Source: an optimization exercise on an open RTL-to-GDS flow (aim: small area, a short achievable clock period and few clock cycles). Production flows keep margins and buffers that such runs may drop. Power and IR drop assume default switching activity.

// sdram_controller
module sdram_controller (
        input   clk,
        input   rst,
        output  sdram_cle,
        output  sdram_cs,
        output  sdram_cas,
        output  sdram_ras,
        output  sdram_we,
        output  sdram_dqm,
        output  [1:0]  sdram_ba,
        output  [12:0] sdram_a,
        input   [31:0] sdram_dqi,
        output  [31:0] sdram_dqo,
        input   [22:0] user_addr,
        input   rw,                  
        input   [31:0] data_in,
        output  [31:0] data_out,
        output  busy,
        input   in_valid,
        output  out_valid
    );
clock: 5.0 ns
lec_check: 0
cap_margin: 20
core_margin: 2
core_utilization: 60
cts_buf_list: sky130_fd_sc_hd__clkbuf_4 sky130_fd_sc_hd__clkbuf_8
cts_cluster_size: 40
setup_slack_margin: 2.2
slew_margin: 20
standard.sh (not shown) runs the stock make flow with config.mk's settings and CLKGATE_MAP_FILE= SYNTH_SCRIPT=/design/flow/synth_recipe.tcl, a recipe that flattens the netlist after the stock synthesis.
==> flow/flow/run.sh <==
#!/bin/bash
# The standard layout (the standard.sh, all ORFS steps unchanged), except that the
# buffers ORFS puts on every input and output port are sky130_fd_sc_hd__buf_2 cells.
set -euo pipefail
export BUFFER_PORTS_ARGS="-buffer_cell sky130_fd_sc_hd__buf_2"
bash standard.sh > standard.log 2>&1
The first run completed with no timing, DRC or antenna violations.
Change:
--- a/flow/design.v
+++ b/flow/design.v
@@ -20,21 +20,21 @@
         output  out_valid
     );
     localparam [9:0] REF_ST = 10'd380;
     localparam [2:0] C_NOP = 3'b111,
                      C_RD  = 3'b101;
     reg  [2:0]  cmd_q;
     reg  [12:0] a_q;
     reg  [1:0]  ba_q;
     reg         req_valid;
     reg         req_rw;
-    reg  [3:0]  rq_sel;          
+    reg  [1:0]  req_b;
     reg  [5:0]  req_col;
     reg  [31:0] req_data;
     reg         req_hit;         
     reg  [12:0] row0, row1, row2, row3;
     reg  [3:0]  open;
     reg  [2:0]  v0, v1, v2, v3;
     reg         act_last;        
     reg  [1:0]  rd_v;            
     reg  [9:0]  rcnt;            
     reg         rp;              
@@ -59,42 +59,41 @@
     wire [5:0]  in_col = user_addr[7:2];
     wire [3:0] zero  = {v3 == 3'd0, v2 == 3'd0, v1 == 3'd0, v0 == 3'd0};
     wire [3:0] colok = {v3 <= 3'd2, v2 <= 3'd2, v1 <= 3'd2, v0 <= 3'd2};
     wire [3:0] rmatch = {row3 == in_row, row2 == in_row, row1 == in_row, row0 == in_row};
     wire [3:0] in_sel = 4'b0001 << in_b;
     wire in_open  = open[in_b];
     wire in_zero  = zero[in_b];
     wire in_colok = colok[in_b];
     wire in_hit   = |(in_sel & open & rmatch);
     wire rdv0 = (rd_v == 2'd0);
-    wire [1:0] req_b = {rq_sel[3] | rq_sel[2], rq_sel[3] | rq_sel[1]};
-    wire rq_open  = |(rq_sel & open);
-    wire rq_zero  = |(rq_sel & zero);
-    wire rq_colok = |(rq_sel & colok);
+    wire rq_open  = open[req_b];
+    wire rq_zero  = zero[req_b];
+    wire rq_colok = colok[req_b];
     wire b_col = busy_w & req_hit & rq_colok & (~req_rw | rdv0);
     wire b_pre = busy_w & ~req_hit & rq_open & rq_zero;
     wire b_act = busy_w & ~rq_open & rq_zero & ~act_last;
     wire b_any = b_col | b_pre | b_act;
-    wire pe    = busy_w & ~b_any & in_valid & ~|(in_sel & rq_sel);
+    wire pe    = busy_w & ~b_any & in_valid & (in_b != req_b);
     wire y_act = pe & ~in_open & in_zero & ~act_last;
     wire a_act = ~in_open & in_zero & ~act_last;
     wire do_act_x = ~rp & (acc ? a_act : b_act);
     wire do_act   = ~rp & (acc ? a_act : (b_act | y_act));
     wire any_open   = |open;
     wire all_zero   = &zero;
     wire pre_ok_all = &(zero | ~open);
     wire do_preall  = rp & any_open & pre_ok_all;
     wire do_ref     = rp & ~any_open & all_zero;
     wire        sel_in = acc | ~b_any;
     wire [1:0]  t_b   = sel_in ? in_b   : req_b;
-    wire [12:0] rq_row = ({13{rq_sel[0]}} & row0) | ({13{rq_sel[1]}} & row1) |
-                         ({13{rq_sel[2]}} & row2) | ({13{rq_sel[3]}} & row3);
+    wire [12:0] rq_row = (req_b == 2'd0) ? row0 : (req_b == 2'd1) ? row1 :
+                         (req_b == 2'd2) ? row2 : row3;
     wire [12:0] t_row = sel_in ? in_row : rq_row;
     wire [5:0]  x_col = acc ? in_col : req_col;
     wire        x_rw  = acc ? rw : req_rw;
     wire        xv    = acc | busy_w;
     wire [3:0] tsel  = 4'b0001 << t_b;
     wire [3:0] act_k = {4{do_act}} & tsel;
     wire [12:0] a_d = do_act ? t_row : {2'b00, do_preall, 4'b0000, x_col};
     function [2:0] vnext;
         input [2:0] v;
         input act, pre, wr, rf;
@@ -135,20 +134,21 @@
             assign n_open[h] = (open | act_k) & ~pre_k;
             assign n_v[h] = {vnext(v3, act_k[3], pre_k[3], wr_k[3], do_ref),
                              vnext(v2, act_k[2], pre_k[2], wr_k[2], do_ref),
                              vnext(v1, act_k[1], pre_k[1], wr_k[1], do_ref),
                              vnext(v0, act_k[0], pre_k[0], wr_k[0], do_ref)};
             assign n_rdv[h] = (do_col & ~x_rw) ? 2'd2 : rdv0 ? 2'd0 : rd_v - 2'd1;
             assign n_rqhit[h] = ((acc ? hit : req_hit) & ~do_preall) | do_act_x;
         end
     endgenerate
     wire hs = in_hit;
+    wire [3:0] rq_sel = 4'b0001 << req_b;
     wire [3:0] row_en = in_sel & ({4{acc}} | (~open & ~({4{busy_w}} & rq_sel)));
     always @(posedge clk) begin
         if (rst) begin
             cmd_q <= C_NOP;
             req_valid <= 1'b0;
             open <= 4'd0;
             v0 <= 3'd0; v1 <= 3'd0; v2 <= 3'd0; v3 <= 3'd0;
             act_last <= 1'b0;
             rd_v <= 2'd0;
             rcnt <= 10'd1;
@@ -163,20 +163,20 @@
             rd_v <= n_rdv[hs];
             rcnt <= do_ref ? 10'd1 : {rcnt[8:0], rcnt[9] ^ rcnt[6]};
             rp <= (rp & ~do_ref) | (rcnt == REF_ST);
             rdp <= {rdp[0], cmd_q == C_RD};
         end
         a_q <= a_d;
         ba_q <= t_b;
         req_hit <= n_rqhit[hs];
         if (acc) begin
             req_rw <= rw;
-            rq_sel <= in_sel;
+            req_b <= in_b;
             req_col <= in_col;
             req_data <= data_in;
         end
         if (row_en[0]) row0 <= in_row;
         if (row_en[1]) row1 <= in_row;
         if (row_en[2]) row2 <= in_row;
         if (row_en[3]) row3 <= in_row;
     end
 endmodule
Worst hold slack barely changes; wire length falls by 15%; synthesized cell count fell by 8.1%; utilization went down by 0.24 points; total power came out higher by 1.4%; global-route usage decreases by 2.3 points; cell area shrinks by about 1.6%; maximum frequency drops by 3.0%; clock skew barely changes; setup slack gets worse by 87 ps; non-clock buffer count fell by 13; sequential share of layout area hardly moves; first-iteration DRC count drops by 52%; die area is lower by about 1.8%.
Function was not checked in any run of this note: the RTL went through the layout flow alone.

==> re-timing with driven ports <==
How much do the figures lean on ideal ports? The routed layouts below were timed once more, with nothing changed but the port constraints. Step 1 sets driving cells, clkbuf_16 on the clock port and buf_2 on the other inputs (assumed; they add their load-dependent delay and slew). Step 2 adds t to the input delays and takes it off the output delays; t is the mean of the earliest and latest rising clock arrival at the registers after step 1. Input paths then give back, and output paths get back, about the clock's delay inside the block. a / b / c = ideal / step 1 / step 2; a / b = the first two.
run | t (ns) | setup slack, ns | clock arrival spread, ns | worst data-port slew with drivers (ns)
the first run | 0.493 | 2.192 / 2.193 / 1.700 | 0.015 / 0.014 | 0.09
the second run | 0.479 | 2.105 / 2.105 / 1.708 | 0.010 / 0.011 | 0.08
After both steps setup and hold are still met in every run listed. For the first run, which loses most, drivers alone change the setup slack by +0.001 ns; drivers and shift together by -0.492 ns.
